This design comes from an exercise in tuning for small area and a short achievable clock period on the open sky130 flow, not from production work.
At most, simulation tests tie the RTL to the original design; equivalence was not proved.

==> run C <==
==> flow/design.v (excerpt) <==
module StepperPositionController (
    input clk,
    input reset,
    input write,
    input [4:0] address,
    input signed [31:0] writedata,
    input read,
    output signed [31:0] readdata,
    output step,
    output dir,
    input A,
    input B,
    input I,
    output reg enable,
    output reg [1:0] MS,
    input endswitch
  );
  parameter CLOCK_FREQ_HZ = 50_000_000;    
  localparam [24:0] HALF = CLOCK_FREQ_HZ / 2;
  reg [31:0] setpoint, Kp, Ki, deadband, integralMax, outputMax, pos_offset;
  reg [31:0] ramp_up_limit, ramp_up_threshold;
  reg [31:0] count, E, error, iterm, term_sum;
  reg res_nz;
  reg [31:0] result_freq;
  reg sf_act, sf_big;
  reg [24:0] Dsf;
  reg [31:0] R;
  reg Dr0;              
  reg [24:1] Dr_hi;
  wire [24:0] Dr = {Dr_hi, Dr0};
  reg slow_clk;
  reg [15:0] ms_lfsr;    
  reg [31:0] ticks_per_millisecond, pos_prev_n;    
  wire [31:0] g_s1;
  wire [31:0] g_c2;
  wire [31:0] g_a3;
  wire [0:0] g_k4;
  wire [31:0] E_next;
  wire [31:0] g_a5;
  wire [0:0] g_k6;
  wire [31:0] position;
  wire [31:0] g_a7;
  wire [0:0] g_k8;
  wire [31:0] count_next;
  wire [31:0] ppi0;
  wire [29:0] ppi1;
  wire [27:0] ppi2;
  wire [25:0] ppi3;
  wire [23:0] ppi4;
  wire [21:0] ppi5;
  wire [19:0] ppi6;
  wire [17:0] ppi7;
  wire [15:0] ppi8;
  wire [13:0] ppi9;
  wire [11:0] ppi10;
  wire [9:0] ppi11;
  wire [7:0] ppi12;
  wire [5:0] ppi13;
  wire [3:0] ppi14;
  wire [1:0] ppi15;
  wire [19:0] g_s9;
  wire [19:0] g_c10;
  wire [9:0] g_s11;
  wire [9:0] g_c12;
  wire [51:0] g_s13;
  wire [51:0] g_c14;
  wire [7:0] g_s15;
  wire [7:0] g_c16;
  wire [59:0] g_s17;
  wire [59:0] g_c18;
  wire [5:0] g_s19;
  wire [5:0] g_c20;
  wire [49:0] g_s21;
  wire [49:0] g_c22;
  wire [3:0] g_s23;
  wire [3:0] g_c24;
  wire [27:0] g_s25;
  wire [27:0] g_c26;
  wire [1:0] g_s27;
  wire [1:0] g_c28;
  wire [29:0] g_s29;
  wire [29:0] g_c30;
  wire [1:0] g_s31;
  wire [1:0] g_c32;
  wire [31:0] g_a33;
  wire [0:0] g_k34;
  ...
export LEC_CHECK = 0
export ABC_AREA = 1
export CAP_MARGIN = 20
export CORE_MARGIN = 2
export CORE_UTILIZATION = 40
export CTS_BUF_LIST = sky130_fd_sc_hd__clkbuf_4
export SLEW_MARGIN = 20
export SYNTH_HIERARCHICAL = 1
create_clock -name core_clock -period 100.0 [get_ports {clk}]
standard.sh (not shown) runs the stock make flow with config.mk's settings and CLKGATE_MAP_FILE= SYNTH_SCRIPT=/design/flow/synth_recipe.tcl, a recipe that flattens the netlist after the stock synthesis.
==> flow/flow/run.sh <==
#!/bin/bash
# Standard layout, with the clock tree built without dummy balancing loads.
set -o pipefail
cp standard.sh standard.sh.txt 2>/dev/null
export CTS_ARGS="-sink_clustering_enable -repair_clock_nets -dont_use_dummy_load -buf_list sky130_fd_sc_hd__clkbuf_4"
bash standard.sh > standard.log 2>&1
==> run K: changes against run C <==
==> flow/run.sh (new file) <==
#!/bin/bash
# synth_recipe.tcl (not shown) runs the flow's synth.tcl, then flattens the netlist and writes it again
# the make line also repeats each setting of config.mk as NAME=value (left out here)
make -C /OpenROAD-flow-scripts/flow DESIGN_CONFIG=/design/flow/config.mk WORK_HOME=/design/flow/orfs CLKGATE_MAP_FILE= SYNTH_SCRIPT=/design/flow/synth_recipe.tcl finish
removed: flow/flow/run.sh
removed: flow/standard.sh
==> results.yml <==
global_routing:
  grt_pass1_vias: 51900
  grt_use_met1_pct: 39.4
clock_tree:
  clkSlewWorstSetupHoldPaths_ps: 70
  clk-insertion-delay-late_ps: 1150
route:
  detail_route.iter0.violations: 6113
  met3WireLength_mm: 25.3
  wl_met2_mm: 105
  post_drt_via_cell_ratio: 6.04
layout:
  design.final.nets: 7373
  multi_input_area_um2: 38400
  num_antenna_cells: 10
  buf_share_pct: 2.97
status:
  outcome: "finished clean"
worst_setup_path:
  r2r_slack_ps: 69300
The numbers above come from run K.

==> results.yml <==
layout:
  multi_input_area_um2: 38500
  buf_share_pct: 3.01
route:
  met3WireLength_mm: 25.4
  post_drt_via_cell_ratio: 6.13
  detail_route.iter0.violations: 6232
clock_tree:
  clk-insertion-delay-late_ps: 1140
  clkSlewWorstSetupHoldPaths_ps: 60
global_routing:
  grt_pass1_vias: 51700
  grt_use_met1_pct: 39.1
worst_setup_path:
  r2r_slack_ps: 69240
status:
  outcome: "finished clean"
The numbers above come from run C.


* * *

==> inputs of build 92 <==
StepperPositionController, a different RTL version from the one above (not shown whole).
Settings: LEC_CHECK=0, ABC_AREA=1, CAP_MARGIN=20, CORE_MARGIN=2, CORE_UTILIZATION=40, CTS_BUF_LIST=sky130_fd_sc_hd__clkbuf_8, SLEW_MARGIN=20, SYNTH_HIERARCHICAL=1; clock period 100.0 ns.
==> flow/flow/run.sh <==
#!/bin/bash
# The standard layout (standard.sh), with two changes passed to ORFS:
#  - the clock tree uses sky130_fd_sc_hd__clkbuf_8 cells on sink clusters of at
#    most 14 flip-flops within 70 um, without the dummy loads CTS otherwise adds
#    for balancing;
#  - the port buffers are sky130_fd_sc_hd__buf_2 cells.
# Each tool's output goes to the ORFS logs under orfs/logs; standard.sh's own
# output to standard.log.
set -o pipefail
export CTS_ARGS="-sink_clustering_enable -repair_clock_nets -dont_use_dummy_load -buf_list sky130_fd_sc_hd__clkbuf_8 -sink_clustering_size 14 -sink_clustering_max_diameter 70"
export BUFFER_PORTS_ARGS="-buffer_cell sky130_fd_sc_hd__buf_2"
bash standard.sh > standard.log 2>&1
==> build 25: changes against build 92 <==
--- a/flow/design.v
+++ b/flow/design.v
@@ -1259,49 +1259,40 @@
       ms_lfsr <= 16'h0001;
       ticks_per_millisecond <= ticks_n;
       pos_prev_n <= position_n;
     end else begin
       ms_lfsr <= {ms_lfsr[14:0], ms_lfsr[15] ^ ms_lfsr[14] ^ ms_lfsr[12] ^ ms_lfsr[3]};
     end
   end
-  wire [19:0] rsel0, rsel1, rsel2, rsel3;
-  sp_rddec rdec0 (.address(address), .sel(rsel0));
-  sp_rddec rdec1 (.address(address), .sel(rsel1));
-  sp_rddec rdec2 (.address(address), .sel(rsel2));
-  sp_rddec rdec3 (.address(address), .sel(rsel3));
-  wire [31:0] rd_src [0:19];
-  assign rd_src[0] = setpoint;
-  assign rd_src[1] = Kp;
-  assign rd_src[2] = Ki;
-  assign rd_src[3] = deadband;
-  assign rd_src[4] = integralMax;
-  assign rd_src[5] = outputMax;
-  assign rd_src[6] = error;
-  assign rd_src[7] = position;
-  assign rd_src[8] = pterm;
-  assign rd_src[9] = iterm;
-  assign rd_src[10] = term_sum;
-  assign rd_src[11] = result;
-  assign rd_src[12] = pos_offset;
-  assign rd_src[13] = {31'd0, endswitch};
-  assign rd_src[14] = ticks_per_millisecond;
-  assign rd_src[15] = {31'd0, enable};
-  assign rd_src[16] = {30'd0, MS};
-  assign rd_src[17] = result_freq;
-  assign rd_src[18] = ramp_up_limit;
-  assign rd_src[19] = ramp_up_threshold;
-  wire [31:0] rd;
-  assign rd[7:0] =
-    ((((((rd_src[0][7:0] & {8{rsel0[0]}}) | (rd_src[1][7:0] & {8{rsel0[1]}})) | ((rd_src[2][7:0] & {8{rsel0[2]}}) | (rd_src[3][7:0] & {8{rsel0[3]}}))) | (((rd_src[4][7:0] & {8{rsel0[4]}}) | (rd_src[5][7:0] & {8{rsel0[5]}})) | ((rd_src[6][7:0] & {8{rsel0[6]}}) | (rd_src[7][7:0] & {8{rsel0[7]}})))) | ((((rd_src[8][7:0] & {8{rsel0[8]}}) | (rd_src[9][7:0] & {8{rsel0[9]}})) | ((rd_src[10][7:0] & {8{rsel0[10]}}) | (rd_src[11][7:0] & {8{rsel0[11]}}))) | (((rd_src[12][7:0] & {8{rsel0[12]}}) | (rd_src[13][7:0] & {8{rsel0[13]}})) | ((rd_src[14][7:0] & {8{rsel0[14]}}) | (rd_src[15][7:0] & {8{rsel0[15]}}))))) | (((rd_src[16][7:0] & {8{rsel0[16]}}) | (rd_src[17][7:0] & {8{rsel0[17]}})) | ((rd_src[18][7:0] & {8{rsel0[18]}}) | (rd_src[19][7:0] & {8{rsel0[19]}}))));
-  assign rd[15:8] =
-    ((((((rd_src[0][15:8] & {8{rsel1[0]}}) | (rd_src[1][15:8] & {8{rsel1[1]}})) | ((rd_src[2][15:8] & {8{rsel1[2]}}) | (rd_src[3][15:8] & {8{rsel1[3]}}))) | (((rd_src[4][15:8] & {8{rsel1[4]}}) | (rd_src[5][15:8] & {8{rsel1[5]}})) | ((rd_src[6][15:8] & {8{rsel1[6]}}) | (rd_src[7][15:8] & {8{rsel1[7]}})))) | ((((rd_src[8][15:8] & {8{rsel1[8]}}) | (rd_src[9][15:8] & {8{rsel1[9]}})) | ((rd_src[10][15:8] & {8{rsel1[10]}}) | (rd_src[11][15:8] & {8{rsel1[11]}}))) | (((rd_src[12][15:8] & {8{rsel1[12]}}) | (rd_src[13][15:8] & {8{rsel1[13]}})) | ((rd_src[14][15:8] & {8{rsel1[14]}}) | (rd_src[15][15:8] & {8{rsel1[15]}}))))) | (((rd_src[16][15:8] & {8{rsel1[16]}}) | (rd_src[17][15:8] & {8{rsel1[17]}})) | ((rd_src[18][15:8] & {8{rsel1[18]}}) | (rd_src[19][15:8] & {8{rsel1[19]}}))));
-  assign rd[23:16] =
-    ((((((rd_src[0][23:16] & {8{rsel2[0]}}) | (rd_src[1][23:16] & {8{rsel2[1]}})) | ((rd_src[2][23:16] & {8{rsel2[2]}}) | (rd_src[3][23:16] & {8{rsel2[3]}}))) | (((rd_src[4][23:16] & {8{rsel2[4]}}) | (rd_src[5][23:16] & {8{rsel2[5]}})) | ((rd_src[6][23:16] & {8{rsel2[6]}}) | (rd_src[7][23:16] & {8{rsel2[7]}})))) | ((((rd_src[8][23:16] & {8{rsel2[8]}}) | (rd_src[9][23:16] & {8{rsel2[9]}})) | ((rd_src[10][23:16] & {8{rsel2[10]}}) | (rd_src[11][23:16] & {8{rsel2[11]}}))) | (((rd_src[12][23:16] & {8{rsel2[12]}}) | (rd_src[13][23:16] & {8{rsel2[13]}})) | ((rd_src[14][23:16] & {8{rsel2[14]}}) | (rd_src[15][23:16] & {8{rsel2[15]}}))))) | (((rd_src[16][23:16] & {8{rsel2[16]}}) | (rd_src[17][23:16] & {8{rsel2[17]}})) | ((rd_src[18][23:16] & {8{rsel2[18]}}) | (rd_src[19][23:16] & {8{rsel2[19]}}))));
-  assign rd[31:24] =
-    ((((((rd_src[0][31:24] & {8{rsel3[0]}}) | (rd_src[1][31:24] & {8{rsel3[1]}})) | ((rd_src[2][31:24] & {8{rsel3[2]}}) | (rd_src[3][31:24] & {8{rsel3[3]}}))) | (((rd_src[4][31:24] & {8{rsel3[4]}}) | (rd_src[5][31:24] & {8{rsel3[5]}})) | ((rd_src[6][31:24] & {8{rsel3[6]}}) | (rd_src[7][31:24] & {8{rsel3[7]}})))) | ((((rd_src[8][31:24] & {8{rsel3[8]}}) | (rd_src[9][31:24] & {8{rsel3[9]}})) | ((rd_src[10][31:24] & {8{rsel3[10]}}) | (rd_src[11][31:24] & {8{rsel3[11]}}))) | (((rd_src[12][31:24] & {8{rsel3[12]}}) | (rd_src[13][31:24] & {8{rsel3[13]}})) | ((rd_src[14][31:24] & {8{rsel3[14]}}) | (rd_src[15][31:24] & {8{rsel3[15]}}))))) | (((rd_src[16][31:24] & {8{rsel3[16]}}) | (rd_src[17][31:24] & {8{rsel3[17]}})) | ((rd_src[18][31:24] & {8{rsel3[18]}}) | (rd_src[19][31:24] & {8{rsel3[19]}}))));
+  reg [31:0] rd;
+  always @(*) begin
+    case (address)
+      5'h0: rd = setpoint;
+      5'h1: rd = Kp;
+      5'h2: rd = Ki;
+      5'h3: rd = deadband;
+      5'h4: rd = integralMax;
+      5'h5: rd = outputMax;
+      5'h6: rd = error;
+      5'h7: rd = position;
+      5'h8: rd = pterm;
+      5'h9: rd = iterm;
+      5'hA: rd = term_sum;
+      5'hB: rd = result;
+      5'hC: rd = pos_offset;
+      5'hD: rd = {31'd0, endswitch};
+      5'hE: rd = ticks_per_millisecond;
+      5'hF: rd = {31'd0, enable};
+      5'h10: rd = {30'd0, MS};
+      5'h11: rd = result_freq;
+      5'h12: rd = ramp_up_limit;
+      5'h13: rd = ramp_up_threshold;
+      default: rd = 32'd0;
+    endcase
+  end
   assign readdata = rd;
 endmodule
 module sp_csa #(parameter N = 1) (
     input [N-1:0] a,
     input [N-1:0] b,
     input [N-1:0] c,
     output [N-1:0] s,
@@ -1375,18 +1366,7 @@
         assign gin = bit_[i-1].gout;
       end
       wire gout = (a[i] ^ b[i]) ? a[i] : gin;
     end
   endgenerate
   assign gt = bit_[N-1].gout;
 endmodule
-module sp_rddec (
-    input [4:0] address,
-    output [19:0] sel
-  );
-  genvar k;
-  generate
-    for (k = 0; k < 20; k = k + 1) begin : dec
-      assign sel[k] = address == k;
-    end
-  endgenerate
-endmodule
PLACE_DENSITY = 0.8   (was unset)
==> run summary <==
Final cell count: build 25 is smaller than build 92 (about 1.9%).
In build 25 the cell area is smaller than in build 92, by about 0.5%.
In build 92 the fmax is higher than in build 25, by 1.1%.
Register-to-register slack: build 92 is better than build 25 (0.23 ns).
Between build 92 and build 25, the lower synthesized area is in build 25 (gap about 0.37%, measured against build 25).
==> figures <==
| metric | build 92 | build 25 |
|---|---|---|
| Total buffers and inverters traversed by the critical path | 5 | 6 |
| Number of diodes added for antenna fixing | 4 | 3 |
| Per-instance average area after synthesis | 9.02 um^2 | 9.16 um^2 |
| Placed Cells | 8220 | 8071 |
| Result of the run | timing/DRC/antenna clean | timing/DRC/antenna clean |
| Placed Instance Area | 61100 um^2 | 60800 um^2 |
| Vias post-DR | 49500 | 49700 |
| Tcrit/Tclk final | 43.0% | 43.5% |
| Fraction of layout cells with a size suffix above 1 | 5.85% | 5.64% |
| Fraction of area in registers | 26.6% | 26.7% |
| Relative area of clock buffers and inverters in the final design | 1.31% | 1.16% |
| Routed metal-1 wirelength | 88600 um | 71500 um |
Function not checked in build 92: the RTL went through the layout flow alone.

## static timing again, ports no longer ideal
The flow's constraints put no driver on any port. The routed layouts listed below were extracted and timed again, unchanged, in two steps.
Step 1, drivers: a clkbuf_16 drives clk and a buf_2 each remaining input, both assumed.
Step 2 adds t to the input delays and takes it off the output delays; t is the mean of the earliest and latest rising clock arrival at the registers after step 1. Input paths then give back, and output paths get back, about the clock's delay inside the block.
Slacks: ideal ports / drivers / drivers and shift; pairs: ideal ports / drivers.
run | t, ns | slack for setup (ns) | slew at the worst register clock pin (ns) | cell pins on the clock port's net
run C | 1.157 | 55.803 / 55.768 / 55.768 | 0.08 / 0.08 | 1
run K | 1.167 | 55.804 / 55.770 / 55.770 | 0.08 / 0.08 | 1
build 92 | 0.814 | 57.007 / 56.948 / 56.948 | 0.11 / 0.11 | 1
build 25 | 0.770 | 56.527 / 56.445 / 56.445 | 0.11 / 0.11 | 1
After both steps setup and hold are still met in every run listed. The setup slack of build 25, which loses most, moves by -0.082 ns with the drivers and by -0.082 ns with both steps.
